This is an optimization exercise on Yosys and OpenROAD, whose aim is small area, not a production implementation. Function was checked by simulation only, so behaviour that the tests miss may differ from the original. Power figures rest on the tool's default switching activity, not on a simulated workload.

## run.sh

```bash
#!/bin/bash
# synth_recipe.tcl (not shown) runs the flow's synth.tcl, then flattens the netlist and writes it again
# the make line also repeats each setting of config.mk as NAME=value (left out here)
make -C /OpenROAD-flow-scripts/flow DESIGN_CONFIG=/design/flow/config.mk WORK_HOME=/design/flow/orfs CLKGATE_MAP_FILE= SYNTH_SCRIPT=/design/flow/synth_recipe.tcl finish
```

## config.mk

```make
export PLATFORM = sky130hd
export DESIGN_NAME = QuadCopter
export DESIGN_NICKNAME = QuadCopter
export VERILOG_FILES = /design/flow/design.v
export SDC_FILE = /design/flow/constraint.sdc
export NUM_CORES = 4
export LEC_CHECK = 0
export CAP_MARGIN = 20
export CORE_MARGIN = 2
export CORE_UTILIZATION = 65
export CTS_BUF_LIST = sky130_fd_sc_hd__clkbuf_8
export CTS_CLUSTER_DIAMETER = 60
export CTS_CLUSTER_SIZE = 16
export PLACE_DENSITY = 0.75
export SLEW_MARGIN = 20
```

## design.v

```verilog
module UART_tx (
  input logic clk,
  input logic rst_n,          
  input logic trmt,           
  input logic [7:0] tx_data,  
  output logic tx_done,       
  output logic TX             
);
	logic [11:0] baud_cnt;
	logic [3:0] bit_cnt;
	logic trans, shift, init;
	wire [11:0] baud_inc;
	wire [3:0] bit_inc;
	rca #(12) iBI(.a(baud_cnt), .b(12'h000), .ci(trans && bit_cnt != 4'd10), .s(baud_inc), .co());
	rca #(4) iCI(.a(bit_cnt), .b(4'h0), .ci(shift), .s(bit_inc), .co());
	assign init = ~trans & trmt;
	assign shift = (baud_cnt == 12'hA2C);
	always_ff @(posedge clk, negedge rst_n)
		if (!rst_n)
			trans <= 1'b0;
		else if (init)
			trans <= 1'b1;
		else if (bit_cnt == 4'd10)
			trans <= 1'b0;
	always_ff @(posedge clk) begin
		if (init || shift)
			baud_cnt <= 12'h000;
		else
			baud_cnt <= baud_inc;
	end
	always_ff @(posedge clk) begin
		if (init)
			bit_cnt <= 4'h0;
		else
			bit_cnt <= bit_inc;
	end
	always_comb begin
		TX = 1'b1;
		if (trans)
			case (bit_cnt)
				4'd0: TX = 1'b0;
				4'd1: TX = tx_data[0];
				4'd2: TX = tx_data[1];
				4'd3: TX = tx_data[2];
				4'd4: TX = tx_data[3];
				4'd5: TX = tx_data[4];
				4'd6: TX = tx_data[5];
				4'd7: TX = tx_data[6];
				4'd8: TX = tx_data[7];
				default: TX = 1'b1;
			endcase
	end
	assign tx_done = 1'b0;
endmodule
module UART_rcv (
  input logic clk,
  input logic rst_n,    
  input logic RX,       
  input logic clr_rdy,  
  output logic rdy,     
  output logic [7:0] rx_data  
);
	logic init, receiving, shift, set_rdy;
	logic [8:0] rx_shift_reg;
	logic [11:0] baud_cnt;
	logic [3:0] bit_cnt;
	logic RX_q1, RX_q2;
	logic rec;
	wire [11:0] baud_dec;
	wire [3:0] bit_inc;
	rca #(12) iBD(.a(baud_cnt), .b({12{receiving}}), .ci(1'b0), .s(baud_dec), .co());
	rca #(4) iCI(.a(bit_cnt), .b(4'h0), .ci(shift), .s(bit_inc), .co());
	assign init = ~rec & ~RX_q2;
	assign set_rdy = rec & (bit_cnt == 4'd10);
	assign receiving = rec & (bit_cnt != 4'd10);
	always_ff @(posedge clk, negedge rst_n)
		if (!rst_n)
			rec <= 1'b0;
		else if (init)
			rec <= 1'b1;
		else if (set_rdy)
			rec <= 1'b0;
	always_ff @(posedge clk, negedge rst_n) begin
		if (!rst_n) begin
			RX_q1 <= 1'b1;
			RX_q2 <= 1'b1;
		end else begin
			RX_q1 <= RX;
			RX_q2 <= RX_q1;
		end
	end
	always_ff @(posedge clk)
		if (shift)
			rx_shift_reg <= {RX_q2, rx_shift_reg[8:1]};
	assign rx_data = rx_shift_reg[7:0];
	always_ff @(posedge clk) begin
		if (init)
			baud_cnt <= 12'h516;
		else if (shift)
			baud_cnt <= 12'hA2C;
		else
			baud_cnt <= baud_dec;
	end
	assign shift = ~|baud_cnt;
	always_ff @(posedge clk) begin
		if (init)
			bit_cnt <= 4'h0;
		else
			bit_cnt <= bit_inc;
	end
	always_ff @(posedge clk, negedge rst_n)
		if (!rst_n)
			rdy <= 1'b0;
		else if (set_rdy)
			rdy <= 1'b1;
		else if (init | clr_rdy)
			rdy <= 1'b0;
endmodule
module UART(
  input wire clk,rst_n,
  input wire RX,trmt,
  input wire clr_rx_rdy,
  input wire [7:0] tx_data,
  output wire TX,rx_rdy,tx_done,
  output wire [7:0] rx_data
);
  UART_tx iTX(.clk(clk), .rst_n(rst_n), .TX(TX), .trmt(trmt),
          .tx_data(tx_data), .tx_done(tx_done));
  UART_rcv iRX(.clk(clk), .rst_n(rst_n), .RX(RX), .rdy(rx_rdy),
              .clr_rdy(clr_rx_rdy), .rx_data(rx_data));
endmodule
`default_nettype none
module UART_comm (
  input wire logic clk, rst_n,   
  input wire logic RX,           
  input wire logic send_resp,    
  input wire logic [7:0] resp,   
  input wire logic clr_cmd_rdy,  
  output wire logic TX,         
  output wire logic resp_sent,  
  output reg cmd_rdy,           
  output reg [2:0] op,          
  output wire [15:0] data       
);
  wire [7:0] rx_data;
  wire rx_rdy;
  reg [7:0] data_hi;
  reg [1:0] state;
  UART iUART(.clk(clk), .rst_n(rst_n), .RX(RX), .TX(TX), .tx_data(resp), .trmt(send_resp),
            .tx_done(resp_sent), .rx_data(rx_data), .rx_rdy(rx_rdy), .clr_rx_rdy(rx_rdy));
  wire capture_high = rx_rdy & ~state[0] & ~state[1];
  wire capture_mid  = rx_rdy & state[0];
  wire set_cmd_rdy  = rx_rdy & state[1];
  always_ff @(posedge clk)
    if (capture_high)
      case (rx_data)
        8'h02: op <= 3'd1;
        8'h03: op <= 3'd2;
        8'h04: op <= 3'd3;
        8'h05: op <= 3'd4;
        8'h06: op <= 3'd5;
        8'h07: op <= 3'd6;
        default: op <= 3'd0;
      endcase
  always_ff @(posedge clk)
    if (capture_mid)
      data_hi <= rx_data;
  assign data = {data_hi, rx_data};
  always_ff @(posedge clk, negedge rst_n) begin
    if (!rst_n)
      cmd_rdy <= 1'b0;
    else if (clr_cmd_rdy | capture_high)
      cmd_rdy <= 1'b0;
    else if (set_cmd_rdy)
      cmd_rdy <= 1'b1;
  end
  always_ff @(posedge clk, negedge rst_n) begin
    if (!rst_n)
      state <= 2'd0;
    else if (rx_rdy)
      state <= {state[0], ~state[0] & ~state[1]};
  end
endmodule
module cmd_cfg
#(parameter FAST_SIM = 1)
(
  input wire clk, rst_n,
  input wire cmd_rdy,
  input wire [2:0] op,
  input wire [15:0] data,
  input wire cal_done,
  input wire init,         
  output wire clr_cmd_rdy,
  output wire [7:0] resp,
  output wire send_resp,
  output reg [15:0] nd_ptch, nd_roll, nd_yaw,    
  output reg [8:0] thrst,
  output wire strt_cal,
  output wire inertial_cal,
  output reg motors_off
);
  localparam INTERP = 2'd0, WAIT_MTR_RAMP = 2'd1, WAIT_CAL_DONE = 2'd2, RESP = 2'd3;
  reg [1:0] state;
  reg [8:0] tmr;
  wire [8:0] tmr_inc;
  rca #(9) iTI(.a(tmr), .b(9'h000), .ci(1'b1), .s(tmr_inc), .co());
  wire go = (state == INTERP) & cmd_rdy;
  wire emer = go & (op == 3'd6);
  wire cal = go & (op == 3'd5);
  wire tmr_full = &tmr;
  assign clr_cmd_rdy = go;
  assign resp = 8'hA5;
  assign send_resp = (state == RESP);
  assign strt_cal = (state == WAIT_MTR_RAMP) & tmr_full;
  assign inertial_cal = (state == WAIT_MTR_RAMP) | ((state == WAIT_CAL_DONE) & ~cal_done) | cal;
  always_ff @(posedge clk)
    if (init | emer)
      nd_ptch <= 16'hFFFF;
    else if (go & (op == 3'd1))
      nd_ptch <= ~data;
  always_ff @(posedge clk)
    if (init | emer)
      nd_roll <= 16'hFFFF;
    else if (go & (op == 3'd2))
      nd_roll <= ~data;
  always_ff @(posedge clk)
    if (init | emer)
      nd_yaw <= 16'hFFFF;
    else if (go & (op == 3'd3))
      nd_yaw <= ~data;
  always_ff @(posedge clk)
    if (init | emer)
      thrst <= 9'h000;
    else if (go & (op == 3'd4))
      thrst <= data[8:0];
  always_ff @(posedge clk)
    if (cal)
      tmr <= 9'h000;
    else
      tmr <= tmr_inc;
  always_ff @(posedge clk, negedge rst_n)
    if (!rst_n)
      motors_off <= 1'b1;
    else if (go & (op == 3'd0))
      motors_off <= 1'b1;
    else if (inertial_cal)
      motors_off <= 1'b0;
  always_ff @(posedge clk, negedge rst_n)
    if (!rst_n)
      state <= INTERP;
    else case (state)
      INTERP: if (cmd_rdy) state <= (op == 3'd5) ? WAIT_MTR_RAMP : RESP;
      WAIT_MTR_RAMP: if (tmr_full) state <= WAIT_CAL_DONE;
      WAIT_CAL_DONE: if (cal_done) state <= RESP;
      default: state <= INTERP;
    endcase
endmodule
module ESC_interface_pipeline (
  input wire clk,
  input wire rst_n,
  input wire pre_wrt,       
  input wire wrt_ff,        
  input wire [12:0] kq,
  input wire en,            
  input wire m_const,       
  input wire [10:0] SPEED,
  output reg PWM
);
  reg [10:0] spd;
  reg z2, zero;    
  always_ff @(posedge clk)
    if (pre_wrt)
      spd <= SPEED;
  always_ff @(posedge clk) begin
    z2 <= m_const | (en & (kq == {2'b00, spd}));
    zero <= z2;
  end
  always_ff @(posedge clk, negedge rst_n) begin
    if (!rst_n)
      PWM <= 1'b0;
    else if (zero)
      PWM <= 1'b0;
    else if (wrt_ff)
      PWM <= 1'b1;
  end
endmodule
module ESCs (
  input wire clk, rst_n,
  input wire [10:0] frnt_spd,
  input wire [10:0] bck_spd,
  input wire [10:0] lft_spd,
  input wire [10:0] rght_spd,
  input wire motors_off,
  input wire inertial_cal,
  input wire pre_wrt,
  input wire wrt,
  output wire frnt,
  output wire bck,
  output wire lft,
  output wire rght,
  output wire kmatch
);
  reg wrt_ff;
  reg [12:0] kq;
  reg [1:0] kr;
  reg mo, ic, nl;
  always_ff @(posedge clk, negedge rst_n)
    if (!rst_n)
      wrt_ff <= 1'b0;
    else
      wrt_ff <= wrt;
  always_ff @(posedge clk)
    if (wrt) begin
      mo <= motors_off;
      ic <= inertial_cal;
    end
  always_ff @(posedge clk, negedge rst_n)
    if (!rst_n)
      nl <= 1'b1;
    else if (wrt)
      nl <= 1'b0;
  wire [12:0] kq_inc;
  rca #(13) iKI(.a(kq), .b(13'h0000), .ci(kr == 2'd2), .s(kq_inc), .co());
  wire kr0 = (kr == 2'd0);
  assign kmatch = (kr == 2'd1) && (kq == 13'd3378);
  always_ff @(posedge clk, negedge rst_n)
    if (!rst_n) begin
      kq <= 13'd3378;
      kr <= 2'd2;
    end else if (wrt_ff) begin
      kq <= 13'd3378;
      kr <= 2'd2;
    end else begin
      kq <= (kr0 && kq == 13'd5461) ? 13'd0 : kq_inc;
      kr <= (kr == 2'd2 || (kr0 && kq == 13'd5461)) ? 2'd0 : kr + 2'd1;
    end
  wire m_const = kr0 & ~wrt & ~wrt_ff & (nl ? (kq == 13'd3378) : mo ? (kq == 13'd0) : ic & (kq == 13'h290));
  ESC_interface_pipeline frntESC(.clk(clk), .rst_n(rst_n), .pre_wrt(pre_wrt), .wrt_ff(wrt_ff), .kq(kq),
              .en(kr0 & ~wrt & ~wrt_ff & ~nl & ~mo & ~ic), .m_const(m_const), .SPEED(frnt_spd), .PWM(frnt));
  ESC_interface_pipeline bckESC(.clk(clk), .rst_n(rst_n), .pre_wrt(pre_wrt), .wrt_ff(wrt_ff), .kq(kq),
              .en(kr0 & ~wrt & ~wrt_ff & ~nl & ~mo & ~ic), .m_const(m_const), .SPEED(bck_spd), .PWM(bck));
  ESC_interface_pipeline lftESC(.clk(clk), .rst_n(rst_n), .pre_wrt(pre_wrt), .wrt_ff(wrt_ff), .kq(kq),
              .en(kr0 & ~wrt & ~wrt_ff & ~nl & ~mo & ~ic), .m_const(m_const), .SPEED(lft_spd), .PWM(lft));
  ESC_interface_pipeline rghtESC(.clk(clk), .rst_n(rst_n), .pre_wrt(pre_wrt), .wrt_ff(wrt_ff), .kq(kq),
              .en(kr0 & ~wrt & ~wrt_ff & ~nl & ~mo & ~ic), .m_const(m_const), .SPEED(rght_spd), .PWM(rght));
endmodule
module PD_math_pipeline (
  input wire clk,
  input wire init,            
  input wire hold,            
  input wire wr,              
  input wire [15:0] ndesired,   
  input wire [15:0] actual,
  output wire signed [11:0] dterm,
  output wire signed [9:0] pterm
);
  wire [16:0] err;
  rca #(17) iE(.a({actual[15],actual}), .b({ndesired[15],ndesired}), .ci(1'b1), .s(err), .co());
  wire [9:0] err_sat = (err[16]) ?
            ((&err[15:9] == 0) ? 10'h200 : err[9:0]) :
            ((|err[15:9]) ? 10'h1ff : err[9:0]);
  reg [9:0] err_sat_ff;
  reg [6:0] D_diff_sat_ff;
  reg [109:0] ring;
  reg [9:0] nprev11;
  always_ff @(posedge clk)
    if (!hold)
      err_sat_ff <= err_sat;
  always_ff @(posedge clk)
    ring <= {init ? 10'h3FF : wr ? ~err_sat_ff : ring[9:0], ring[109:10]};
  always_ff @(posedge clk)
    if (init)
      nprev11 <= 10'h3FF;
    else if (wr)
      nprev11 <= ring[9:0];
  wire [9:0] D_diff;
  rca #(10) iD(.a(err_sat_ff), .b(nprev11), .ci(1'b1), .s(D_diff), .co());
  wire [6:0] D_diff_sat = (D_diff[9]) ?
              ((&D_diff[8:6] == 0) ? 7'h40 : D_diff[6:0]) :
              ((|D_diff[8:6]) ? 7'h3f : D_diff[6:0]);
  always_ff @(posedge clk)
    D_diff_sat_ff <= D_diff_sat;
  wire [11:0] d12 = {{5{D_diff_sat_ff[6]}}, D_diff_sat_ff};
  rca #(12) iDT(.a({d12[8:0], 3'b000}), .b(~d12), .ci(1'b1), .s(dterm), .co());
  rca #(10) iPT(.a({err_sat_ff[9], err_sat_ff[9:1]}), .b({{3{err_sat_ff[9]}}, err_sat_ff[9:3]}), .ci(1'b0), .s(pterm), .co());
endmodule
`default_nettype none
module flght_cntrl_pipeline(
  input wire clk,
  input wire rst_n,
  input wire init,
  input wire vld,
  input wire inertial_cal,
  input wire [15:0] nd_ptch, nd_roll, nd_yaw,        
  input wire signed [15:0] ptch, roll, yaw,
  input wire [8:0] thrst,
  output wire [10:0] frnt_spd,
  output wire [10:0] bck_spd,
  output wire [10:0] lft_spd,
  output wire [10:0] rght_spd
);
  localparam MIN_RUN_SPEED = 13'h2C0;
  wire [9:0] ptch_pterm, roll_pterm, yaw_pterm;
  wire [11:0] ptch_dterm, roll_dterm, yaw_dterm;
  reg [3:0] rot, oldest;
  reg pend;
  wire wr = pend & (rot == oldest);
  wire [3:0] rot_inc, oldest_inc;
  rca #(4) iRI(.a(rot), .b(4'h0), .ci(1'b1), .s(rot_inc), .co());
  rca #(4) iOI(.a(oldest), .b(4'h0), .ci(wr), .s(oldest_inc), .co());
  always_ff @(posedge clk)
    rot <= (rot[3] & rot[1]) ? 4'd0 : rot_inc;
  always_ff @(posedge clk)
    if (init)
      oldest <= 4'd0;
    else
      oldest <= (wr & oldest[3] & oldest[1]) ? 4'd0 : oldest_inc;
  always_ff @(posedge clk)
    if (init)
      pend <= 1'b0;
    else if (vld)
      pend <= 1'b1;
    else if (wr)
      pend <= 1'b0;
  PD_math_pipeline iPTCH(.clk(clk),.init(init),.hold(pend),.wr(wr),.ndesired(nd_ptch),.actual(ptch),.pterm(ptch_pterm),.dterm(ptch_dterm));
  PD_math_pipeline iROLL(.clk(clk),.init(init),.hold(pend),.wr(wr),.ndesired(nd_roll),.actual(roll),.pterm(roll_pterm),.dterm(roll_dterm));
  PD_math_pipeline iYAW(.clk(clk),.init(init),.hold(pend),.wr(wr),.ndesired(nd_yaw),.actual(yaw),.pterm(yaw_pterm),.dterm(yaw_dterm));
  wire [12:0] tp, tr, ty, base, bx, by, frnt_sum, bck_sum, lft_sum, rght_sum;
  rca #(13) iTP(.a({{3{ptch_pterm[9]}},ptch_pterm}), .b({ptch_dterm[11],ptch_dterm}), .ci(1'b0), .s(tp), .co());
  rca #(13) iTR(.a({{3{roll_pterm[9]}},roll_pterm}), .b({roll_dterm[11],roll_dterm}), .ci(1'b0), .s(tr), .co());
  rca #(13) iTY(.a({{3{yaw_pterm[9]}},yaw_pterm}), .b({yaw_dterm[11],yaw_dterm}), .ci(1'b0), .s(ty), .co());
  rca #(13) iBA(.a(MIN_RUN_SPEED), .b({4'b0000,thrst}), .ci(1'b0), .s(base), .co());
  rca #(13) iBX(.a(base), .b(~ty), .ci(1'b1), .s(bx), .co());
  rca #(13) iBY(.a(base), .b(ty), .ci(1'b0), .s(by), .co());
  rca #(13) iSF(.a(bx), .b(~tp), .ci(1'b1), .s(frnt_sum), .co());
  rca #(13) iSB(.a(bx), .b(tp), .ci(1'b0), .s(bck_sum), .co());
  rca #(13) iSL(.a(by), .b(~tr), .ci(1'b1), .s(lft_sum), .co());
  rca #(13) iSR(.a(by), .b(tr), .ci(1'b0), .s(rght_sum), .co());
  assign frnt_spd = (|frnt_sum[12:11]) ? 11'h7ff : frnt_sum[10:0];
  assign bck_spd = (|bck_sum[12:11]) ? 11'h7ff : bck_sum[10:0];
  assign lft_spd = (|lft_sum[12:11]) ? 11'h7ff : lft_sum[10:0];
  assign rght_spd = (|rght_sum[12:11]) ? 11'h7ff : rght_sum[10:0];
endmodule
`default_nettype none
module SPI_mnrch (
  input wire logic clk,     
  input wire logic rst_n,   
  output      logic SS_n,  
  output      logic SCLK,  
  output      logic MOSI,  
  input  wire logic MISO,  
  input  wire logic wrt,  
  input  wire logic [15:0] wt_data,  
  output      reg done,  
  output      logic set_done,  
  output      logic [15:0] rd_data  
);
  logic [4:0] bit_cntr;
  logic init, ld_SCLK, shft, done16;
  logic [3:0] SCLK_div;
  logic [15:0] shft_reg;
  typedef enum reg[1:0] {IDLE, TRANS, TEARDOWN} state_t;
  state_t state, nxt_state;
  wire [4:0] bit_inc;
  wire [3:0] div_inc;
  rca #(5) iBI(.a(bit_cntr), .b(5'h00), .ci(shft), .s(bit_inc), .co());
  rca #(4) iDI(.a(SCLK_div), .b(4'h0), .ci(1'b1), .s(div_inc), .co());
  always_ff @(posedge clk) begin
    if (init) begin
      bit_cntr <= 5'b00000;
    end else begin
      bit_cntr <= bit_inc;
    end
  end
  assign done16 = (bit_cntr[4]) ? 1'b1 : 1'b0;
  always_ff @(posedge clk, negedge rst_n) begin
    if (!rst_n) begin
      SCLK_div <= 4'b1011;
    end else if (ld_SCLK) begin
      SCLK_div <= 4'b1011;
    end else begin
      SCLK_div <= div_inc;
    end
  end
  assign SCLK = SCLK_div[3];
  assign shft = (SCLK_div == 4'h9) ? 1'b1 : 1'b0;
  always_ff @(posedge clk) begin
    if (init) begin
      shft_reg <= wt_data;
    end else if (shft) begin
      shft_reg <= {shft_reg[14:0], MISO};
    end
  end
  assign MOSI = shft_reg[15];
  assign rd_data = shft_reg;
  always_ff @(posedge clk, negedge rst_n) begin
    if (!rst_n)
      state <= IDLE;
    else
      state <= nxt_state;
  end
  always_comb begin
    init = 1'b0;
    set_done = 1'b0;
    SS_n = 1'b0;
    ld_SCLK = 1'b0;
    nxt_state = state;
    case(state)
      TRANS: if (done16) begin
          nxt_state = TEARDOWN;
        end else begin
          nxt_state = TRANS;
        end
      TEARDOWN: if (&SCLK_div[3:1]) begin
          nxt_state = IDLE;
          SS_n = 1'b1;
          set_done = 1'b1;
        end else begin
          nxt_state = TEARDOWN;
        end
      default: begin
        SS_n = 1'b1;
        ld_SCLK = 1'b1;
        if (wrt) begin
          init = 1'b1;
          nxt_state = TRANS;
        end else begin
          nxt_state = IDLE;
        end
        end
    endcase
  end
  always_ff @(posedge clk, negedge rst_n) begin
    if (!rst_n) begin
      done <= 1'b0;
    end else if (init) begin
      done <= 1'b0;
    end else if (set_done) begin
      done <= 1'b1;
    end
  end
endmodule
module inertial_integrator(clk,rst_n,init,strt_cal,cal_done,vld,ptch_rt,roll_rt,yaw_rt,
                           acc_byte,axl,axh,ayl,ptch,roll,yaw);
parameter FAST_SIM = 1;
input wire clk, rst_n;
input wire init;                  
input wire strt_cal;
input wire vld;                   
input wire [15:0] ptch_rt, roll_rt, yaw_rt;
input wire [7:0] acc_byte;        
input wire axl, axh, ayl;         
output wire cal_done;
output wire signed [15:0] ptch, roll, yaw;
  localparam IDLE = 2'd0, CALIBRATING = 2'd1, RUNNING = 2'd2;
  reg [1:0] state;
  reg [3:0] smpl_cntr;
  reg v1, v2, v3, c2, c3;
  reg gp, gr;
  reg [11:0] ptch_h, roll_h;        
  reg [19:0] ax_acc, ay_acc;
  reg [3:0] avg_cntr;
  reg [4:0] mcnt;
  wire [26:0] ptch_int, roll_int, yaw_int;
  wire calibrating = (state == CALIBRATING);
  wire running = state[1];
  assign cal_done = calibrating & (smpl_cntr == 4'd8);
  wire clr = (strt_cal & (state == IDLE)) | cal_done;
  always_ff @(posedge clk, negedge rst_n)
    if (!rst_n)
      state <= IDLE;
    else if (strt_cal & ~calibrating)
      state <= CALIBRATING;
    else if (cal_done)
      state <= RUNNING;
  wire [3:0] smpl_inc;
  rca #(4) iSI(.a(smpl_cntr), .b(4'h0), .ci(calibrating & vld), .s(smpl_inc), .co());
  always_ff @(posedge clk)
    if (strt_cal & ~calibrating)
      smpl_cntr <= 4'd0;
    else
      smpl_cntr <= smpl_inc;
  wire [14:0] dp, dr;
  rca #(15) iCP(.a({ptch_int[26],ptch_int[26:13]}), .b({{3{ptch_h[11]}},ptch_h}), .ci(1'b0), .s(dp), .co());
  rca #(15) iCR(.a({roll_int[26],roll_int[26:13]}), .b({{3{roll_h[11]}},roll_h}), .ci(1'b0), .s(dr), .co());
  always_ff @(posedge clk) begin
    v1 <= vld;
    v2 <= v1;
    c2 <= v1 & running;
    gp <= dp[14];
    gr <= dr[14];
    v3 <= v2 & ~clr;
    c3 <= c2;
  end
  integ_axis #(1) iP(.clk(clk), .init(init), .clr(clr), .v1(v1), .v2(v2), .v3(v3),
                     .fus_en(c2), .gt(gp), .comp_en(c3), .rt(ptch_rt), .cal_done(cal_done), .int_q(ptch_int));
  integ_axis #(1) iR(.clk(clk), .init(init), .clr(clr), .v1(v1), .v2(v2), .v3(v3),
                     .fus_en(c2), .gt(gr), .comp_en(c3), .rt(roll_rt), .cal_done(cal_done), .int_q(roll_int));
  integ_axis #(0) iY(.clk(clk), .init(init), .clr(clr), .v1(v1), .v2(v2), .v3(v3),
                     .fus_en(1'b0), .gt(1'b0), .comp_en(c3), .rt(yaw_rt), .cal_done(cal_done), .int_q(yaw_int));
  wire c15 = &avg_cntr;
  wire cap = (avg_cntr == 4'd0);
  wire [3:0] avg_inc;
  rca #(4) iAI(.a(avg_cntr), .b(4'h0), .ci(vld), .s(avg_inc), .co());
  always_ff @(posedge clk)
    if (init)
      avg_cntr <= 4'd0;
    else
      avg_cntr <= avg_inc;
  wire add_x = (axl | axh) & ~c15;
  wire add_y = (ayl | vld) & ~c15;
  wire lo_byte = axl | ayl;
  wire [19:0] acc_add = {{4{acc_byte[7] & ~lo_byte}}, lo_byte ? 8'h00 : acc_byte, lo_byte ? acc_byte : 8'h00};
  wire [19:0] ax_sum, ay_sum;
  rca #(20) iAX(.a(ax_acc), .b(add_x ? acc_add : 20'd0), .ci(1'b0), .s(ax_sum), .co());
  rca #(20) iAY(.a(ay_acc), .b(add_y ? acc_add : 20'd0), .ci(1'b0), .s(ay_sum), .co());
  wire mbusy = (mcnt != 5'd0);
  wire mlast = (mcnt == 5'd16);
  wire [4:0] mcnt_inc;
  rca #(5) iMI(.a(mcnt), .b(5'h00), .ci(mbusy), .s(mcnt_inc), .co());
  always_ff @(posedge clk)
    if (init | mlast)
      mcnt <= 5'd0;
    else if (v2 & cap)
      mcnt <= 5'd1;
    else
      mcnt <= mcnt_inc;
  always_ff @(posedge clk)
    if (init | mlast)
      ax_acc <= 20'd0;
    else if (mbusy)
      ax_acc <= {1'b0, ax_acc[19:5], 4'h0};
    else
      ax_acc <= ax_sum;
  always_ff @(posedge clk)
    if (init | mlast)
      ay_acc <= 20'd0;
    else if (mbusy)
      ay_acc <= {1'b0, ay_acc[19:5], 4'h0};
    else
      ay_acc <= ay_sum;
  wire mshift = mbusy & ~mcnt[4] & ~(mcnt[3] & mcnt[2] & mcnt[1]);    
  wire mfirst = (mcnt == 5'd1);
  wire [11:0] mp = (mcnt == 5'd15) ? 12'hD72 : (mcnt == 5'd16) ? 12'h51C : 12'hEB9;
  wire [11:0] mr = (mcnt == 5'd15) ? 12'h28E : (mcnt == 5'd16) ? 12'hAE4 : 12'h147;
  wire [11:0] hp_in = mfirst ? 12'd0 : ptch_h;
  wire [11:0] hr_in = mfirst ? 12'd0 : roll_h;
  wire [11:0] hp_sum, hr_sum;
  rca #(12) iGP(.a(hp_in), .b(ay_acc[4] ? mp : 12'd0), .ci(mshift), .s(hp_sum), .co());
  rca #(12) iGR(.a(hr_in), .b(ax_acc[4] ? mr : 12'd0), .ci(mshift), .s(hr_sum), .co());
  always_ff @(posedge clk)
    if (init) begin
      ptch_h <= 12'd0;
      roll_h <= 12'd0;
    end else if (mbusy) begin
      ptch_h <= mshift ? {hp_sum[11], hp_sum[11:1]} : hp_sum;
      roll_h <= mshift ? {hr_sum[11], hr_sum[11:1]} : hr_sum;
    end
  assign ptch = {{2{ptch_int[26]}},ptch_int[26:13]};
  assign roll = {{2{roll_int[26]}},roll_int[26:13]};
  assign yaw = {{2{yaw_int[26]}},yaw_int[26:13]};
endmodule
module integ_axis #(parameter FUSION = 1) (
  input wire clk,
  input wire init,
  input wire clr,
  input wire v1, v2, v3,
  input wire fus_en,         
  input wire gt,             
  input wire comp_en,        
  input wire [15:0] rt,
  input wire cal_done,
  output reg [26:0] int_q
);
  reg [15:0] off;
  reg cy, hs;
  wire [15:0] off_m = comp_en ? ~off : 16'hFFFF;
  wire [15:0] comp;
  rca #(16) iC(.a(rt), .b(off_m), .ci(1'b1), .s(comp), .co());
  wire [15:0] fus = (v2 & fus_en) ? (gt ? 16'h0800 : 16'hF800) : 16'h0000;
  wire [15:0] op = fus | (v3 ? comp : 16'h0000);
  wire [15:0] lo;
  wire [10:0] hi;
  wire lo_c;
  rca #(16) iL(.a(int_q[15:0]), .b(op), .ci(1'b0), .s(lo), .co(lo_c));
  rca #(11) iH(.a(int_q[26:16]), .b({11{hs}}), .ci(cy), .s(hi), .co());
  wire clear = init | (clr & ~(FUSION & v1));
  always_ff @(posedge clk)
    if (clear)
      int_q <= 27'd0;
    else
      int_q <= {hi, lo};
  always_ff @(posedge clk) begin
    cy <= lo_c & ~clear;
    hs <= op[15] & ~clear;
  end
  always_ff @(posedge clk)
    if (cal_done)
      off <= int_q[18:3];
endmodule
module inert_intf
#(parameter FAST_SIM = 1)
(
  input wire clk, rst_n,
  input wire MISO,
  input wire INT,
  input wire strt_cal,
  input wire kmatch,      
  output wire signed [15:0] ptch,roll,yaw,
  output wire cal_done,
  output wire vld,
  output wire pre_vld,                      
  output wire init,                         
  output wire SS_n,SCLK,MOSI
);
  logic INT_1, INT_2;
  logic done, set_done;
  logic [1:0] nmatch;
  reg [15:0] ptch_reg, roll_reg, yaw_reg;
  logic wrt;
  logic [15:0] cmd, inert_data;
  localparam [3:0] INIT1 = 4'd0, INIT2 = 4'd1, INIT3 = 4'd2, INIT4 = 4'd3, WAIT_DATA = 4'd4,
                   PTCH_L = 4'd5, PTCH_H = 4'd6, ROLL_L = 4'd7, ROLL_H = 4'd8, YAW_L = 4'd9,
                   YAW_H = 4'd10, AX_L = 4'd11, AX_H = 4'd12, AY_L = 4'd13, AY_H = 4'd14;
  reg [3:0] state;
  SPI_mnrch iSPI(.clk(clk),.rst_n(rst_n),.SS_n(SS_n),.SCLK(SCLK),.MISO(MISO),.MOSI(MOSI),
                 .wrt(wrt),.done(done),.set_done(set_done),.rd_data(inert_data),.wt_data(cmd));
  inertial_integrator #(FAST_SIM) iINT(.clk(clk), .rst_n(rst_n), .init(init), .strt_cal(strt_cal),
                       .cal_done(cal_done), .vld(vld), .ptch_rt(ptch_reg), .roll_rt(roll_reg),
                       .yaw_rt(yaw_reg), .acc_byte(inert_data[7:0]),
                       .axl(state == AX_L && done), .axh(state == AX_H && done),
                       .ayl(state == AY_L && done),
                       .ptch(ptch), .roll(roll), .yaw(yaw));
  assign init = (state == INIT1);
  assign vld = (state == AY_H) && done;
  assign pre_vld = (state == AY_H) && set_done;
  always_ff @(posedge clk, negedge rst_n) begin
    if (!rst_n) begin
      INT_1 <= 1'b0;
      INT_2 <= 1'b0;
    end else begin
      INT_1 <= INT;
      INT_2 <= INT_1;
    end
  end
  wire wait_done = kmatch & (&nmatch);
  always_ff @(posedge clk, negedge rst_n)
    if (!rst_n)
      nmatch <= 2'd0;
    else if (kmatch)
      nmatch <= nmatch + 2'd1;
  wire [3:0] state_inc;
  rca #(4) iSI(.a(state), .b(4'h0), .ci(1'b1), .s(state_inc), .co());
  always_ff @(posedge clk) begin
    if (done) begin
      if (state == PTCH_L) ptch_reg[7:0] <= inert_data[7:0];
      if (state == PTCH_H) ptch_reg[15:8] <= inert_data[7:0];
      if (state == ROLL_L) roll_reg[7:0] <= inert_data[7:0];
      if (state == ROLL_H) roll_reg[15:8] <= inert_data[7:0];
      if (state == YAW_L) yaw_reg[7:0] <= inert_data[7:0];
      if (state == YAW_H) yaw_reg[15:8] <= inert_data[7:0];
    end
  end
  always_comb begin
    case (state)
      INIT1: cmd = 16'h0D02;
      INIT2: cmd = 16'h1062;
      INIT3: cmd = 16'h1162;
      INIT4: cmd = 16'h1460;
      WAIT_DATA: cmd = 16'hA200;
      PTCH_L: cmd = 16'hA300;
      PTCH_H: cmd = 16'hA400;
      ROLL_L: cmd = 16'hA500;
      ROLL_H: cmd = 16'hA600;
      YAW_L: cmd = 16'hA700;
      YAW_H: cmd = 16'hA800;
      AX_L: cmd = 16'hA900;
      AX_H: cmd = 16'hAA00;
      AY_L: cmd = 16'hAB00;
      default: cmd = 16'h0000;
    endcase
  end
  assign wrt = (state == INIT1) ? wait_done :
               (state == WAIT_DATA) ? INT_2 :
               (state == AY_H) ? 1'b0 : done;
  always_ff @(posedge clk, negedge rst_n)
    if (!rst_n)
      state <= INIT1;
    else case (state)
      INIT1: if (wait_done) state <= INIT2;
      WAIT_DATA: if (INT_2) state <= PTCH_L;
      AY_H: if (done) state <= WAIT_DATA;
      default: if (done) state <= state_inc;
    endcase
endmodule
module reset_synch (
  input logic RST_n,  
  input logic clk,    
  output reg rst_n    
);
	logic q1;
	always_ff @(negedge clk, negedge RST_n) begin
		if (!RST_n) begin
			q1 <= 1'b0;
			rst_n <= 1'b0;
		end else begin
			q1 <= 1'b1;
			rst_n <= q1;
		end
	end
endmodule
`default_nettype none
module QuadCopter(
  input wire clk,    
  input wire RST_n,  
  input wire RX,     
  input wire MISO,   
  input wire INT,    
  output wire SS_n,  
  output wire SCLK,  
  output wire MOSI,  
  output wire TX,    
  output wire FRNT,  
  output wire BCK,   
  output wire LFT,   
  output wire RGHT   
);
  wire cmd_rdy;
  wire [2:0] op;
  wire [15:0] data;
  wire clr_cmd_rdy;
  wire [7:0] resp;
  wire send_resp;
  wire vld, pre_vld;
  wire init;
  wire kmatch;
  wire signed [15:0] ptch, roll, yaw;
  wire [15:0] nd_ptch, nd_roll, nd_yaw;
  wire [8:0] thrst;
  wire rst_n;
  wire strt_cal;
  wire inertial_cal;
  wire motors_off;
  wire cal_done;
  wire [10:0] frnt_spd, bck_spd, lft_spd, rght_spd;
  localparam FAST_SIM = 1;
  UART_comm iCOMM(
    .clk(clk), .rst_n(rst_n),
    .RX(RX), .TX(TX),
    .resp(resp), .send_resp(send_resp), .resp_sent(),
    .cmd_rdy(cmd_rdy), .op(op), .data(data), .clr_cmd_rdy(clr_cmd_rdy)
  );
  cmd_cfg #(FAST_SIM) iCMD(
    .clk(clk), .rst_n(rst_n),
    .cmd_rdy(cmd_rdy), .op(op), .data(data), .clr_cmd_rdy(clr_cmd_rdy),
    .resp(resp), .send_resp(send_resp),
    .nd_ptch(nd_ptch), .nd_roll(nd_roll), .nd_yaw(nd_yaw), .thrst(thrst),
    .strt_cal(strt_cal), .inertial_cal(inertial_cal), .motors_off(motors_off),
    .cal_done(cal_done), .init(init)
  );
  inert_intf #(FAST_SIM) iNEMO(
    .clk(clk), .rst_n(rst_n),
    .ptch(ptch), .roll(roll), .yaw(yaw),
    .strt_cal(strt_cal), .kmatch(kmatch), .cal_done(cal_done), .vld(vld), .pre_vld(pre_vld), .init(init),
    .SS_n(SS_n), .SCLK(SCLK), .MOSI(MOSI), .MISO(MISO), .INT(INT)
  );
  flght_cntrl_pipeline ifly(
    .clk(clk), .rst_n(rst_n), .init(init),
    .vld(vld),
    .nd_ptch(nd_ptch), .nd_roll(nd_roll), .nd_yaw(nd_yaw),
    .ptch(ptch), .roll(roll), .yaw(yaw),
    .thrst(thrst), .inertial_cal(inertial_cal),
    .frnt_spd(frnt_spd), .bck_spd(bck_spd), .lft_spd(lft_spd), .rght_spd(rght_spd)
  );
  ESCs iESC (
    .clk(clk), .rst_n(rst_n),
    .frnt_spd(frnt_spd), .bck_spd(bck_spd), .lft_spd(lft_spd), .rght_spd(rght_spd),
    .pre_wrt(pre_vld), .wrt(vld), .motors_off(motors_off), .inertial_cal(inertial_cal),
    .frnt(FRNT), .bck(BCK), .lft(LFT), .rght(RGHT), .kmatch(kmatch)
  );
  reset_synch iRST (.clk(clk), .RST_n(RST_n), .rst_n(rst_n));
endmodule
module rca #(parameter N = 8) (
  input wire [N-1:0] a,
  input wire [N-1:0] b,
  input wire ci,
  output wire [N-1:0] s,
  output wire co
);
  wire [N:0] c;
  assign c[0] = ci;
  genvar i;
  generate for (i = 0; i < N; i = i + 1) begin : bit_
    assign s[i] = a[i] ^ b[i] ^ c[i];
    assign c[i+1] = (a[i] & b[i]) | (c[i] & (a[i] ^ b[i]));
  end endgenerate
  assign co = c[N];
endmodule
```

## constraint.sdc

```tcl
create_clock -name core_clock -period 10.0 [get_ports {clk}]
set_input_delay 2.0000 -clock core_clock [delete_from_list [all_inputs] [get_ports {clk}]]
set_output_delay 2.0000 -clock core_clock [all_outputs]
set_load 0.01 [all_outputs]
```

==> flow_metrics.py, run 1 <==
metrics = {
    "run_status": {
        "status": "finished clean",
    },
    "worst_hold_path": {
        "min_path_cells": 0,
        "worstHoldStart": "iRST.q1",
        "hold_path.class": "flop to flop",
    },
    "synth": {
        "synthesis.area_um2": 40010,
        "yosys_warnings": 14,
        "synth_top_family_by_area": "adder cells",
        "ys_seq_elements": 931,
        "synth_xor_area_share_pct": 2.098,
        "ys_async_sr_fraction_pct": 5.478,
        "synthAdderAreaFrac_pct": 24.12,
        "synth_cell_types": 80,
        "synth_compound_area_share_pct": 5.782,
        "ys.flop_type": "dfxtp_1",
        "syn_inst": 3245,
        "synth_simple_gate_area_share_pct": 9.651,
        "syn_nets": 3786,
        "muxShareOfSynthArea_pct": 1.066,
        "synth_edf_count": 208,
        "avgSynthCellArea_um2": 12.33,
        "yosysSeqAreaShare_pct": 52.47,
    },
    "timing": {
        "relSlewSlack_pct": 29.31,
        "tns_ns": 0,
        "slew_viol_final": 0,
        "rsz0062_at_grt": "false",
        "worst_pin_slew_ns": 1.058,
        "layout_setup_ws_ns": 0.4806,
        "finalSetupViolCount": 0,
        "post-route-min-period_ns": 9.519,
        "clock_skew_ns": 0.07128,
        "period_share_pct": 95.19,
        "fmax_ghz": 0.1050,
        "finalHoldViolCount": 0,
    },
    "die": {
        "dieWidth_um": 252.1,
        "start_util_pct": 66.04,
        "rows": 90,
        "io_pins": 13,
        "die_area_um2": 63550,
        "dieHeight_um": 252.1,
        "core_area_um2": 60580,
    },
    "power": {
        "p_sw_uw": 1250,
        "peakVddDrop_mv": 0.1198,
        "power_frac_clock_pct": 32.5,
        "seqPwrFrac_pct": 65.7,
        "p_comb_share_pct": 1.8,
        "p_leak_uw": 0.01816,
        "p_int_uw": 4648,
        "p_total_uw": 5898,
        "switching_share_pct": 21.19,
        "power.density_nw_per_um2": 139.8,
    },
    "placed_design": {
        "place_ws_ns": 0.2740,
        "gp_congestion": 0.8851,
        "numPortBuffers": 12,
        "hpwl_um": 55440,
    },
    "worst_setup_path": {
        "rr_startpoint": "iNEMO.state[1]",
        "critPathMaxStageDelay_ns": 0.45,
        "cp-startpoint": "iNEMO.state[1]",
        "reg2reg_depth": 32,
        "slowest_stage": "fa_1",
        "cpLargestDelayFamily": "adder cells",
        "critPathKind": "flop to flop",
        "worstPathArrival_ns": 10.13,
        "crit_buf_inv": 5,
        "cpMostUsedCell": "fa_1",
        "path_max_fanout": 7,
        "start_kind": "flop",
        "endpoint_kind": "flop",
        "required_ns": 10.61,
        "cp.depth": 32,
    },
    "grt": {
        "grt_pass1_wl_um": 123100,
        "antenna_found_initial": 2,
        "grt_util_met1_pct": 33.77,
        "grt_pass1_vias": 23817,
        "grtUsageMet2_pct": 41.07,
        "gr-usage-all-layers_pct": 24.84,
        "globalRouteMet3Util_pct": 4.490,
        "top_usage_layer": "met2",
        "grt_max_degree": 88,
        "gr-total-overflow": 0,
    },
    "route": {
        "antenna_left": 0,
        "dr.pass1.iters": 5,
        "drt_iter0_drc": 1381,
        "vias": 22497,
        "avgRoutedWirePerCell_um": 18.59,
        "viasPerCell": 5.536,
        "totalWireLength_um": 75540,
        "drc_errors": 0,
    },
    "cells_and_area": {
        "layout.nets": 3785,
        "fillers": 4343,
        "area_growth_pct": 5.454,
        "drive_above_1_share_pct": 5.059,
        "top_regs": "ifly.iPTCH.ring (110), ifly.iROLL.ring (110), ifly.iYAW.ring (110)",
        "seq_area_um2": 21000,
        "multi_input_area_um2": 17160,
    },
    "clock_network": {
        "cts.clk_slew.worst_paths_ns": 0.10,
        "cts_max_path_buffers": 3,
        "cts_made_buffers": 72,
        "clockRootBuffer": "clkbuf_8",
        "cts_tree": "built",
        "cts-htree-levels": 3,
        "clock_latency_ns": 0.67,
        "cts.sinks": 931,
    },
    "run": {
        "maxCapViolations": 0,
    },
}
power by group through the flow:
stage          clock [µW]  combinational, µW  sequential [µW]
2_1_floorplan           0               80.7             3960
4_1_cts              1990                110             3870
3_3_place_gp            0               98.1             3960
5_1_grt              2110                126             3880
6_report             1920                107             3870
3_5_place_dp            0                110             3960
cells in the mapped netlist, drive strengths merged (5+ instances only):
library cell / instances / area share [%]
and4: 7 / 0.15
nand4: 16 / 0.25
nor2: 134 / 1.3
nor4: 16 / 0.29
nand2: 258 / 2.4
edfxtp: 208 / 16
inv: 389 / 3.6
nand3b: 5 / 0.094
dfstp: 14 / 0.92
mux2i: 31 / 0.78
clkbuf: 79 / 0.74
a32o: 6 / 0.15
or3: 25 / 0.39
nor2b: 26 / 0.41
a21oi: 112 / 1.4
a31oi: 6 / 0.094
and2: 128 / 2.0
dfxtp: 672 / 34
a21o: 20 / 0.38
o21ai: 96 / 1.2
nand2b: 20 / 0.31
buf: 33 / 0.41
nor3b: 9 / 0.17
nand3: 61 / 0.76
xor2: 59 / 1.3
xnor2: 29 / 0.63
o211ai: 96 / 1.8
nor3: 24 / 0.30
and3: 15 / 0.23
dfrtp: 35 / 2.2
fa: 392 / 20
mux2: 10 / 0.29
ha: 144 / 4.5
through the flow:
stage                     area [µm²]  utilization (%)  cells  hold slack [ns]
after detailed placement       40880            67.48   3950           0.3007
final                          42190            69.64   4064           0.3005
after floorplan                40010                -   3245           0.2917
after global routing           42190            69.64   4064           0.3151
after CTS                      42140            69.56   4061           0.3016
after global placement         40850            67.43   3949           0.2977
cell type report:
| cell class | instances | share of cell area, % |
|---|---|---|
| Sequential cell | 931 | 49.76 |
| Tap cell | 782 | 2.319 |
| Inverter | 390 | 3.470 |
| Clock inverter | 35 | 0.5130 |
| Clock buffer | 76 | 2.479 |
| Timing Repair Buffer | 37 | 0.7859 |
| Antenna cell | 1 | 0.005931 |
| Multi-Input combinational cell | 1812 | 40.67 |
worst paths after layout:
path	slack [ns]	to
setup / recovery	0.48	iNEMO.iINT.ay_acc[19]
hold / removal	0.30	iRST.rst_n
setup reg to reg	0.48	iNEMO.iINT.ay_acc[19]
hold reg to reg	0.30	iRST.rst_n
max in group asynchronous	3.41	iRST.rst_n
min in group asynchronous	5.42	iCOMM.iUART.iTX.trans
layer usage:
metal | up-vias | share of wire [%]
li1 | 10489 | -
met1 | 11325 | 43
met2 | 540 | 49
met3 | 143 | 5.6
met4 | 0 | 2.8
met5 | - | 0
cell usage in the layout (no fill, tap or decap), types with 60 or more instances in the layout:
| cell type | instances |
|---|---|
| inv_1 | 406 |
| clkbuf_8 | 76 |
| and2_1 | 128 |
| dfxtp_1 | 672 |
| ha_1 | 143 |
| o21ai_0 | 92 |
| nand3_1 | 60 |
| fa_1 | 392 |
| nor2_1 | 131 |
| a21oi_1 | 112 |
| o211ai_1 | 96 |
| edfxtp_1 | 208 |
| nand2_1 | 258 |
timing repair:
action                                  4_1_cts  5_1_grt
gates resized for setup                       0        5
hold buffers                                  0        0
endpoints found under the setup margin        0        1
buffers inserted                              0        1
cells by family after synthesis:
| group | after synthesis |
|---|---|
| AOI/OAI and AO/OA | 373 |
| xor gates and xnor gates | 91 |
| adders and majority gates | 536 |
| buffers and inverters | 502 |
| DFF | 931 |
| muxes | 41 |
| other | 1 |
| and+or+nand+nor | 770 |
==> run 2, diff against run 1 <==
--- a/config.mk
+++ b/config.mk
@@ -8,8 +8,7 @@
 export CAP_MARGIN = 20
 export CORE_MARGIN = 2
-export CORE_UTILIZATION = 65
+export CORE_UTILIZATION = 40
 export CTS_BUF_LIST = sky130_fd_sc_hd__clkbuf_8
 export CTS_CLUSTER_DIAMETER = 60
 export CTS_CLUSTER_SIZE = 16
-export PLACE_DENSITY = 0.75
 export SLEW_MARGIN = 20
==> flow_metrics.py, run 2 <==
metrics = {
    "synth": {
        "synthTopCellsByArea": "dfxtp_1 34%, fa_1 20%, edfxtp_1 16%, ha_1 4.5%, inv_1 3.6%",
        "ys.flop_type": "dfxtp_1",
        "synth_edf_count": 208,
        "synthesis.area_um2": 40010,
        "yosys.area.top_type_share_pct": 33.62,
        "syn_nets": 3786,
        "avgSynthCellArea_um2": 12.33,
        "yosysSeqAreaShare_pct": 52.47,
        "yosys_warnings": 14,
        "ys_seq_elements": 931,
        "ys_async_sr_fraction_pct": 5.478,
        "synth_common_cells": "672 x dfxtp_1, 392 x fa_1, 389 x inv_1",
        "syn_inst": 3245,
        "synth_cell_types": 80,
        "synth_most_common_cell": "dfxtp_1",
        "yosysTopAreaCell": "dfxtp_1",
    },
    "power": {
        "power.density_nw_per_um2": 148.1,
        "p_leak_uw": 0.01846,
        "peakVddDrop_mv": 0.09315,
    },
    "cells_and_area": {
        "final_cell_mix": "671 x dfxtp_1, 404 x inv_1, 392 x fa_1, 258 x nand2_1, 208 x edfxtp_1",
        "final_common_cell": "dfxtp_1",
        "drive_above_1_share_pct": 6.229,
        "layout.nets": 3802,
        "top_regs": "ifly.iPTCH.ring (110), ifly.iROLL.ring (110), ifly.iYAW.ring (110)",
        "fin_area_um2": 43460,
        "area_growth_pct": 8.634,
    },
    "clock_network": {
        "cts_tree": "built",
        "clock_latency_ns": 0.75,
        "cts_resized": 0,
        "clockRootBuffer": "clkbuf_8",
        "cts-htree-levels": 3,
        "post_cts_buffers": 0,
        "cts_made_buffers": 85,
        "cts_max_path_buffers": 3,
        "cts.hold.buffers_added": 0,
        "cts.sinks": 931,
        "cts.clk_slew.worst_paths_ns": 0.10,
    },
    "grt": {
        "gr-total-overflow": 0,
        "antenna_found_initial": 2,
        "grt_util_met1_pct": 21.76,
        "gr-usage-all-layers_pct": 15.56,
        "top_usage_layer": "met2",
        "grt_pass1_vias": 22668,
        "grt_pass1_wl_um": 125500,
        "grt_max_degree": 86,
        "globalRouteMet3Util_pct": 2.197,
        "grtUsageMet2_pct": 24.88,
    },
    "timing": {
        "rsz0062_at_grt": "false",
        "tns_ns": 0,
        "clock_skew_ns": 0.09666,
        "finalHoldViolCount": 0,
        "holdWs_ns": 0.2990,
        "period_share_pct": 94.43,
        "finalSetupViolCount": 0,
        "fmax_ghz": 0.1059,
        "relSlewSlack_pct": 32.40,
        "post-route-min-period_ns": 9.443,
        "worst_pin_slew_ns": 1.012,
        "slew_viol_final": 0,
    },
    "die": {
        "dieHeight_um": 320.3,
        "start_util_pct": 40.18,
        "io_pins": 13,
        "dieWidth_um": 320.3,
        "core_area_um2": 99570,
        "die_area_um2": 102600,
        "rows": 116,
    },
    "worst_setup_path": {
        "endpoint_kind": "flop",
        "required_ns": 10.68,
        "cpMostUsedCell": "fa_1",
        "worstPathArrival_ns": 10.13,
        "path_max_fanout": 7,
        "critPathKind": "flop to flop",
        "slowest_stage": "fa_1",
        "cpLargestDelayFamily": "adder cells",
        "critPathMaxStageDelay_ns": 0.43,
        "crit_buf_inv": 5,
        "start_kind": "flop",
    },
    "placed_design": {
        "gp_congestion": 0.8400,
        "placed_area_um2": 41550,
        "numPortBuffers": 12,
        "hpwl_um": 54610,
    },
    "route": {
        "totalWireLength_um": 76440,
        "vias": 22007,
        "drt_iter0_drc": 1241,
        "antenna_left": 0,
        "dr.pass1.iters": 5,
        "viasPerCell": 4.756,
        "drc_errors": 0,
        "avgRoutedWirePerCell_um": 16.52,
    },
    "run": {
        "maxCapViolations": 0,
    },
    "worst_hold_path": {
        "hold_path.class": "flop to flop",
    },
    "run_status": {
        "status": "finished clean",
    },
}
run 2: cells by family (layout without fill, tap and decap cells):
family	count (synthesis)	count (layout)	share of synthesized area, %
DFF	931	931	52.47
and+or+nand+nor	770	770	9.651
adders and majority gates	536	536	24.12
buffers and inverters	502	580	4.807
AOI/OAI and AO/OA	373	373	5.782
xor gates and xnor gates	91	91	2.098
muxes	41	41	1.066
other	1	7	0.009373
run 2: per-stage QoR:
| stage | total power, µW | cells | setup WS (ns) | util [%] |
|---|---|---|---|---|
| after CTS | 6534 | 4620 | 0.3551 | 43.60 |
| after global placement | 4059 | 4471 | 0.5576 | 41.73 |
| after detailed placement | 4064 | 4471 | 0.3947 | 41.73 |
| after floorplan | 4037 | 3245 | 0.7555 | - |
| final | 6435 | 4627 | 0.5566 | 43.65 |
| after global routing | 6698 | 4626 | 0.03521 | 43.65 |
run 2: where the power goes:
group | internal [µW] | leakage, µW | total (µW) | switching [µW]
Sequential | 3850 | 0.00823 | 3870 | 17.9
Clock | 1070 | 0.000993 | 2460 | 1390
Combinational | 52.3 | 0.00924 | 103 | 51.1
Total | 4970 | 0.0185 | 6430 | 1460
run 2: worst paths after layout:
path | from | to | slack, ns | cells after the start
max | iNEMO.state[1] | iNEMO.iINT.ay_acc[19] | 0.56 | 32
min | ifly.iYAW.ring[94] | ifly.iYAW.ring[84] | 0.30 | 0
max reg2reg | iNEMO.state[1] | iNEMO.iINT.ay_acc[19] | 0.56 | 32
min reg2reg | ifly.iYAW.ring[94] | ifly.iYAW.ring[84] | 0.30 | 0
max in group asynchronous | RST_n | iRST.q1 | 3.47 | 1
min in group asynchronous | iRST.rst_n | iESC.frntESC.PWM | 5.35 | 1
run 2: per-layer routing:
| metal | vias to the layer above | wire length, µm |
|---|---|---|
| met2 | 279 | 35820 |
| met1 | 11043 | 36020 |
| met3 | 124 | 2437 |
| met4 | 0 | 2165 |
| li1 | 10561 | - |
| met5 | - | 0 |
run 2: final cells by class:
| type | instances | area [µm²] |
|---|---|---|
| Inverter | 390 | 1464 |
| Antenna cell | 6 | 15.01 |
| Timing Repair Buffer | 41 | 350.3 |
| Sequential cell | 931 | 21000 |
| Multi-Input combinational cell | 1812 | 17150 |
| Clock buffer | 88 | 1211 |
| Clock inverter | 61 | 655.6 |
| Tap cell | 1298 | 1624 |
| Fill cell | 9184 | 56100 |
run 2: worst register-to-register path: cells and delay by family, from the launching register on:
family        cells  cell delay [ns]
simple gates      4             0.74
mux               2             0.41
buf+inv           5             0.38
xor+xnor          1             0.16
flops             1             0.42
fa+ha+maj        20             7.27
==> run 3, diff against run 2 <==
--- a/design.v
+++ b/design.v
@@ -340,7 +340,7 @@
   ESC_interface_pipeline bckESC(.clk(clk), .rst_n(rst_n), .pre_wrt(pre_wrt), .wrt_ff(wrt_ff), .kq(kq),
               .en(kr0 & ~wrt & ~wrt_ff & ~nl & ~mo & ~ic), .m_const(m_const), .SPEED(bck_spd), .PWM(bck));
-  ESC_interface_pipeline lftESC(.clk(clk), .rst_n(rst_n), .pre_wrt(pre_wrt), .wrt_ff(wrt_ff), .kq(kq),
+  ESC_interface_pipeline lftESC(.clk(clk), .rst_n(rst_n), .pre_wrt(wrt), .wrt_ff(wrt_ff), .kq(kq),
               .en(kr0 & ~wrt & ~wrt_ff & ~nl & ~mo & ~ic), .m_const(m_const), .SPEED(lft_spd), .PWM(lft));
-  ESC_interface_pipeline rghtESC(.clk(clk), .rst_n(rst_n), .pre_wrt(pre_wrt), .wrt_ff(wrt_ff), .kq(kq),
+  ESC_interface_pipeline rghtESC(.clk(clk), .rst_n(rst_n), .pre_wrt(wrt), .wrt_ff(wrt_ff), .kq(kq),
               .en(kr0 & ~wrt & ~wrt_ff & ~nl & ~mo & ~ic), .m_const(m_const), .SPEED(rght_spd), .PWM(rght));
 endmodule
@@ -349,9 +349,10 @@
   input wire init,            
   input wire hold,            
+  input wire hold_d,          
   input wire wr,              
   input wire [15:0] ndesired,   
   input wire [15:0] actual,
-  output wire signed [11:0] dterm,
-  output wire signed [9:0] pterm
+  output reg [9:0] err_sat_ff,
+  output reg [6:0] D_diff_sat_ff
 );
   wire [16:0] err;
@@ -360,6 +361,4 @@
             ((&err[15:9] == 0) ? 10'h200 : err[9:0]) :
             ((|err[15:9]) ? 10'h1ff : err[9:0]);
-  reg [9:0] err_sat_ff;
-  reg [6:0] D_diff_sat_ff;
   reg [109:0] ring;
   reg [9:0] nprev11;
@@ -380,8 +379,6 @@
               ((|D_diff[8:6]) ? 7'h3f : D_diff[6:0]);
   always_ff @(posedge clk)
-    D_diff_sat_ff <= D_diff_sat;
-  wire [11:0] d12 = {{5{D_diff_sat_ff[6]}}, D_diff_sat_ff};
-  rca #(12) iDT(.a({d12[8:0], 3'b000}), .b(~d12), .ci(1'b1), .s(dterm), .co());
-  rca #(10) iPT(.a({err_sat_ff[9], err_sat_ff[9:1]}), .b({{3{err_sat_ff[9]}}, err_sat_ff[9:3]}), .ci(1'b0), .s(pterm), .co());
+    if (!hold_d)
+      D_diff_sat_ff <= D_diff_sat;
 endmodule
 `default_nettype none
@@ -391,4 +388,5 @@
   input wire init,
   input wire vld,
+  input wire pre_vld,
   input wire inertial_cal,
   input wire [15:0] nd_ptch, nd_roll, nd_yaw,        
@@ -401,6 +399,4 @@
 );
   localparam MIN_RUN_SPEED = 13'h2C0;
-  wire [9:0] ptch_pterm, roll_pterm, yaw_pterm;
-  wire [11:0] ptch_dterm, roll_dterm, yaw_dterm;
   reg [3:0] rot, oldest;
   reg pend;
@@ -423,22 +419,37 @@
     else if (wr)
       pend <= 1'b0;
-  PD_math_pipeline iPTCH(.clk(clk),.init(init),.hold(pend),.wr(wr),.ndesired(nd_ptch),.actual(ptch),.pterm(ptch_pterm),.dterm(ptch_dterm));
-  PD_math_pipeline iROLL(.clk(clk),.init(init),.hold(pend),.wr(wr),.ndesired(nd_roll),.actual(roll),.pterm(roll_pterm),.dterm(roll_dterm));
-  PD_math_pipeline iYAW(.clk(clk),.init(init),.hold(pend),.wr(wr),.ndesired(nd_yaw),.actual(yaw),.pterm(yaw_pterm),.dterm(yaw_dterm));
-  wire [12:0] tp, tr, ty, base, bx, by, frnt_sum, bck_sum, lft_sum, rght_sum;
-  rca #(13) iTP(.a({{3{ptch_pterm[9]}},ptch_pterm}), .b({ptch_dterm[11],ptch_dterm}), .ci(1'b0), .s(tp), .co());
-  rca #(13) iTR(.a({{3{roll_pterm[9]}},roll_pterm}), .b({roll_dterm[11],roll_dterm}), .ci(1'b0), .s(tr), .co());
-  rca #(13) iTY(.a({{3{yaw_pterm[9]}},yaw_pterm}), .b({yaw_dterm[11],yaw_dterm}), .ci(1'b0), .s(ty), .co());
-  rca #(13) iBA(.a(MIN_RUN_SPEED), .b({4'b0000,thrst}), .ci(1'b0), .s(base), .co());
-  rca #(13) iBX(.a(base), .b(~ty), .ci(1'b1), .s(bx), .co());
-  rca #(13) iBY(.a(base), .b(ty), .ci(1'b0), .s(by), .co());
-  rca #(13) iSF(.a(bx), .b(~tp), .ci(1'b1), .s(frnt_sum), .co());
-  rca #(13) iSB(.a(bx), .b(tp), .ci(1'b0), .s(bck_sum), .co());
-  rca #(13) iSL(.a(by), .b(~tr), .ci(1'b1), .s(lft_sum), .co());
-  rca #(13) iSR(.a(by), .b(tr), .ci(1'b0), .s(rght_sum), .co());
-  assign frnt_spd = (|frnt_sum[12:11]) ? 11'h7ff : frnt_sum[10:0];
-  assign bck_spd = (|bck_sum[12:11]) ? 11'h7ff : bck_sum[10:0];
-  assign lft_spd = (|lft_sum[12:11]) ? 11'h7ff : lft_sum[10:0];
-  assign rght_spd = (|rght_sum[12:11]) ? 11'h7ff : rght_sum[10:0];
+  wire [9:0] e_p, e_r, e_y;
+  wire [6:0] d_p, d_r, d_y;
+  wire hold = pend | pre_vld;
+  PD_math_pipeline iPTCH(.clk(clk),.init(init),.hold(hold),.hold_d(pre_vld),.wr(wr),.ndesired(nd_ptch),.actual(ptch),.err_sat_ff(e_p),.D_diff_sat_ff(d_p));
+  PD_math_pipeline iROLL(.clk(clk),.init(init),.hold(hold),.hold_d(pre_vld),.wr(wr),.ndesired(nd_roll),.actual(roll),.err_sat_ff(e_r),.D_diff_sat_ff(d_r));
+  PD_math_pipeline iYAW(.clk(clk),.init(init),.hold(hold),.hold_d(pre_vld),.wr(wr),.ndesired(nd_yaw),.actual(yaw),.err_sat_ff(e_y),.D_diff_sat_ff(d_y));
+  reg [8:0] thrst_h;
+  always_ff @(posedge clk)
+    if (pre_vld)
+      thrst_h <= thrst;
+  wire sel_r = ~pre_vld;
+  wire [9:0] e_s = sel_r ? e_r : e_p;
+  wire [6:0] d_s = sel_r ? d_r : d_p;
+  wire [8:0] th = sel_r ? thrst_h : thrst;
+  wire [9:0] pt_s, pt_y;
+  wire [11:0] dt_s, dt_y;
+  wire [11:0] d12_s = {{5{d_s[6]}}, d_s};
+  wire [11:0] d12_y = {{5{d_y[6]}}, d_y};
+  rca #(10) iPS(.a({e_s[9], e_s[9:1]}), .b({{3{e_s[9]}}, e_s[9:3]}), .ci(1'b0), .s(pt_s), .co());
+  rca #(10) iPY(.a({e_y[9], e_y[9:1]}), .b({{3{e_y[9]}}, e_y[9:3]}), .ci(1'b0), .s(pt_y), .co());
+  rca #(12) iDS(.a({d12_s[8:0], 3'b000}), .b(~d12_s), .ci(1'b1), .s(dt_s), .co());
+  rca #(12) iDY(.a({d12_y[8:0], 3'b000}), .b(~d12_y), .ci(1'b1), .s(dt_y), .co());
+  wire [12:0] ts, ty, base, bxy, s1, s2;
+  rca #(13) iTS(.a({{3{pt_s[9]}},pt_s}), .b({dt_s[11],dt_s}), .ci(1'b0), .s(ts), .co());
+  rca #(13) iTY(.a({{3{pt_y[9]}},pt_y}), .b({dt_y[11],dt_y}), .ci(1'b0), .s(ty), .co());
+  rca #(13) iBA(.a(MIN_RUN_SPEED), .b({4'b0000,th}), .ci(1'b0), .s(base), .co());
+  rca #(13) iBX(.a(base), .b(ty ^ {13{~sel_r}}), .ci(~sel_r), .s(bxy), .co());
+  rca #(13) iS1(.a(bxy), .b(~ts), .ci(1'b1), .s(s1), .co());
+  rca #(13) iS2(.a(bxy), .b(ts), .ci(1'b0), .s(s2), .co());
+  assign frnt_spd = (|s1[12:11]) ? 11'h7ff : s1[10:0];
+  assign bck_spd = (|s2[12:11]) ? 11'h7ff : s2[10:0];
+  assign lft_spd = frnt_spd;
+  assign rght_spd = bck_spd;
 endmodule
 `default_nettype none
@@ -867,5 +878,5 @@
   flght_cntrl_pipeline ifly(
     .clk(clk), .rst_n(rst_n), .init(init),
-    .vld(vld),
+    .vld(vld), .pre_vld(pre_vld),
     .nd_ptch(nd_ptch), .nd_roll(nd_roll), .nd_yaw(nd_yaw),
     .ptch(ptch), .roll(roll), .yaw(yaw),
--- a/config.mk
+++ b/config.mk
@@ -6,4 +6,5 @@
 export NUM_CORES = 4
 export LEC_CHECK = 0
+export ABC_AREA = 1
 export CAP_MARGIN = 20
 export CORE_MARGIN = 2
==> flow_metrics.py, run 3 <==
metrics = {
    "run_status": {
        "status": "finished clean",
    },
    "clock_network": {
        "cts.clk_slew.worst_paths_ns": 0.10,
        "cts.sinks": 940,
        "post_cts_buffers": 0,
        "clock_latency_ns": 0.74,
        "cts-htree-levels": 3,
        "cts_max_path_buffers": 3,
        "clockRootBuffer": "clkbuf_8",
        "cts_made_buffers": 81,
        "cts_resized": 0,
        "cts.hold.buffers_added": 0,
        "cts_tree": "built",
    },
    "synth": {
        "synth_compound_area_share_pct": 5.989,
        "synthesis.area_um2": 39110,
        "synth_xor_area_share_pct": 1.635,
        "synth_simple_gate_area_share_pct": 9.431,
        "synthTopCellsByArea": "dfxtp_1 34%, edfxtp_1 18%, fa_1 17%, inv_1 5.7%, ha_1 4.3%",
        "ys.flop_type": "dfxtp_1",
        "yosysTopAreaCell": "dfxtp_1",
        "ys_async_sr_fraction_pct": 5.426,
        "synth_top_family_by_area": "adder cells",
        "yosys_warnings": 14,
        "synth_edf_count": 229,
        "ys_seq_elements": 940,
        "yosys.area.top_type_share_pct": 33.78,
        "yosysSeqAreaShare_pct": 54.67,
        "synth_common_cells": "660 x dfxtp_1, 589 x inv_1, 432 x nand2_1",
        "synth_most_common_cell": "dfxtp_1",
        "muxShareOfSynthArea_pct": 0.07998,
        "synth_cell_types": 60,
        "avgSynthCellArea_um2": 11.17,
        "syn_inst": 3501,
        "synthAdderAreaFrac_pct": 21.42,
        "syn_nets": 3975,
    },
    "route": {
        "vias": 22507,
        "dr.pass1.iters": 5,
        "viasPerCell": 4.624,
        "drt_iter0_drc": 1373,
        "drc_errors": 0,
        "antenna_left": 0,
        "totalWireLength_um": 72940,
        "avgRoutedWirePerCell_um": 14.99,
    },
    "die": {
        "dieHeight_um": 316.7,
        "io_pins": 13,
        "dieWidth_um": 316.7,
        "start_util_pct": 40.38,
        "rows": 114,
        "die_area_um2": 100300,
        "core_area_um2": 96850,
    },
    "worst_setup_path": {
        "worstPathArrival_ns": 9.98,
        "cpMostUsedCell": "fa_1",
        "path_max_fanout": 13,
        "slowest_stage": "dfrtp_1",
        "start_kind": "flop",
        "required_ns": 10.57,
        "rr_startpoint": "iNEMO.state[1]",
        "critPathMaxStageDelay_ns": 0.46,
        "endpoint_kind": "flop",
        "critPathKind": "flop to flop",
        "cpLargestDelayFamily": "adder cells",
        "crit_buf_inv": 6,
        "cp-startpoint": "iNEMO.state[1]",
    },
    "timing": {
        "post-route-min-period_ns": 9.414,
        "period_share_pct": 94.14,
        "relSlewSlack_pct": 28.25,
        "finalHoldViolCount": 0,
        "rsz0062_at_grt": "false",
        "clock_skew_ns": 0.1009,
        "slew_viol_final": 0,
        "tns_ns": 0,
        "worst_pin_slew_ns": 1.073,
        "fmax_ghz": 0.1062,
        "finalSetupViolCount": 0,
        "holdWs_ns": 0.2751,
    },
    "power": {
        "p_sw_uw": 1529,
        "power.density_nw_per_um2": 152.9,
        "power_frac_clock_pct": 34.5,
        "p_leak_uw": 0.01803,
        "seqPwrFrac_pct": 61.7,
        "peakVddDrop_mv": 0.08657,
        "switching_share_pct": 23.64,
        "p_comb_share_pct": 3.8,
        "p_int_uw": 4939,
        "p_total_uw": 6468,
    },
    "grt": {
        "grt_max_degree": 76,
        "gr-usage-all-layers_pct": 15.22,
        "antenna_found_initial": 3,
        "grt_pass1_vias": 22583,
        "gr-total-overflow": 0,
        "grt_pass1_wl_um": 120500,
    },
    "worst_hold_path": {
        "hold_path.class": "flop to flop",
        "worstHoldStart": "ifly.iPTCH.ring[25]",
    },
    "cells_and_area": {
        "stdcell_count": 4867,
        "final_cell_mix": "659 x dfxtp_1, 609 x inv_1, 431 x nand2_1, 334 x fa_1, 309 x nor2_1",
        "final_common_cell": "dfxtp_1",
        "final_util_pct": 43.68,
        "area_growth_pct": 8.161,
        "layout.nets": 4004,
        "drive_above_1_share_pct": 6.046,
        "top_regs": "ifly.iPTCH.ring (110), ifly.iROLL.ring (110), ifly.iYAW.ring (110)",
    },
    "run": {
        "maxCapViolations": 0,
    },
    "placed_design": {
        "dpl.cell_count": 4723,
        "gp_congestion": 0.8206,
        "hpwl_um": 52130,
        "numPortBuffers": 12,
    },
}
==> run 3: changes by cell type in the layout (fill, tap and decap cells not counted), moves of 21 or more <==
cell / before / now
o21ai_0: 92 / 171
nor2_1: 131 / 309
mux2i_1: 31 / 2
or3_1: 24 / 0
a21oi_1: 112 / 180
edfxtp_1: 208 / 229
inv_1: 404 / 609
fa_1: 392 / 334
o211ai_1: 96 / 5
and2_1: 128 / 0
nor2b_1: 26 / 0
nand2_1: 258 / 431
==> run 3: final timing paths <==
kind | end | cells after the start | slack (ns)
max | iNEMO.iINT.ay_acc[19] | 34 | 0.59
min | ifly.iPTCH.ring[15] | 0 | 0.28
max reg2reg | iNEMO.iINT.ay_acc[19] | 34 | 0.59
min reg2reg | ifly.iPTCH.ring[15] | 0 | 0.28
max in group asynchronous | iRST.q1 | 1 | 3.45
min in group asynchronous | iCMD.state[0] | 1 | 5.40
==> run 3: cell families (layout without fill, tap and decap cells) <==
family / Yosys count / in the layout
simple gates: 894 / 894
buf+inv: 695 / 783
other cells: 1 / 3
xor+xnor: 73 / 73
mux: 3 / 3
compound gates: 426 / 426
flops: 940 / 940
fa+ha+maj: 469 / 469
==> run 3: worst reg2reg max path: cells and delay by family (launching register included) <==
| family | cells | cell delay (ns) |
|---|---|---|
| AND/OR/NAND/NOR | 6 | 0.51 |
| adder cells (fa/ha/maj) | 20 | 7.23 |
| buffers and inverters | 6 | 0.70 |
| XOR/XNOR | 2 | 0.33 |
| flip-flops | 1 | 0.46 |
==> run 3: per-stage QoR <==
stage	worst slack, ns	cell area (µm²)
after global routing	0.005487	42300
after global placement	0.7288	40680
after CTS	0.5283	42290
after floorplan	0.6380	39110
final	0.5856	42300
after detailed placement	0.5548	40680
==> run 3: routing by layer <==
metal  wire, µm  GRT usage, %  vias to the layer above
met4       1776         4.910                        0
met1      35140         21.80                    10989
li1           -             -                    11021
met3       3171         2.393                      112
met2      32850         23.74                      385
met5          0             0                        -
==> run 3: area by class of cell <==
class                   instances  area [µm²]
clock inverters                59       473.0
clock buffers                  83        1142
fillers                      9086       54550
repair buffers                 36       300.3
multi-input cells            1866       15120
flip-flops and latches        940       21380
well taps                    1276        1597
diodes                          2       5.005
inverters                     605        2276
==> run 3: power by group through the flow <==
stage | clock, µW | sequential [µW] | combinational (µW)
global route | 2480 | 4000 | 303
finish | 2230 | 3990 | 247
floorplan | 0 | 4070 | 192
global placement | 0 | 4080 | 243
detailed placement | 0 | 4080 | 252
CTS | 2330 | 3990 | 253
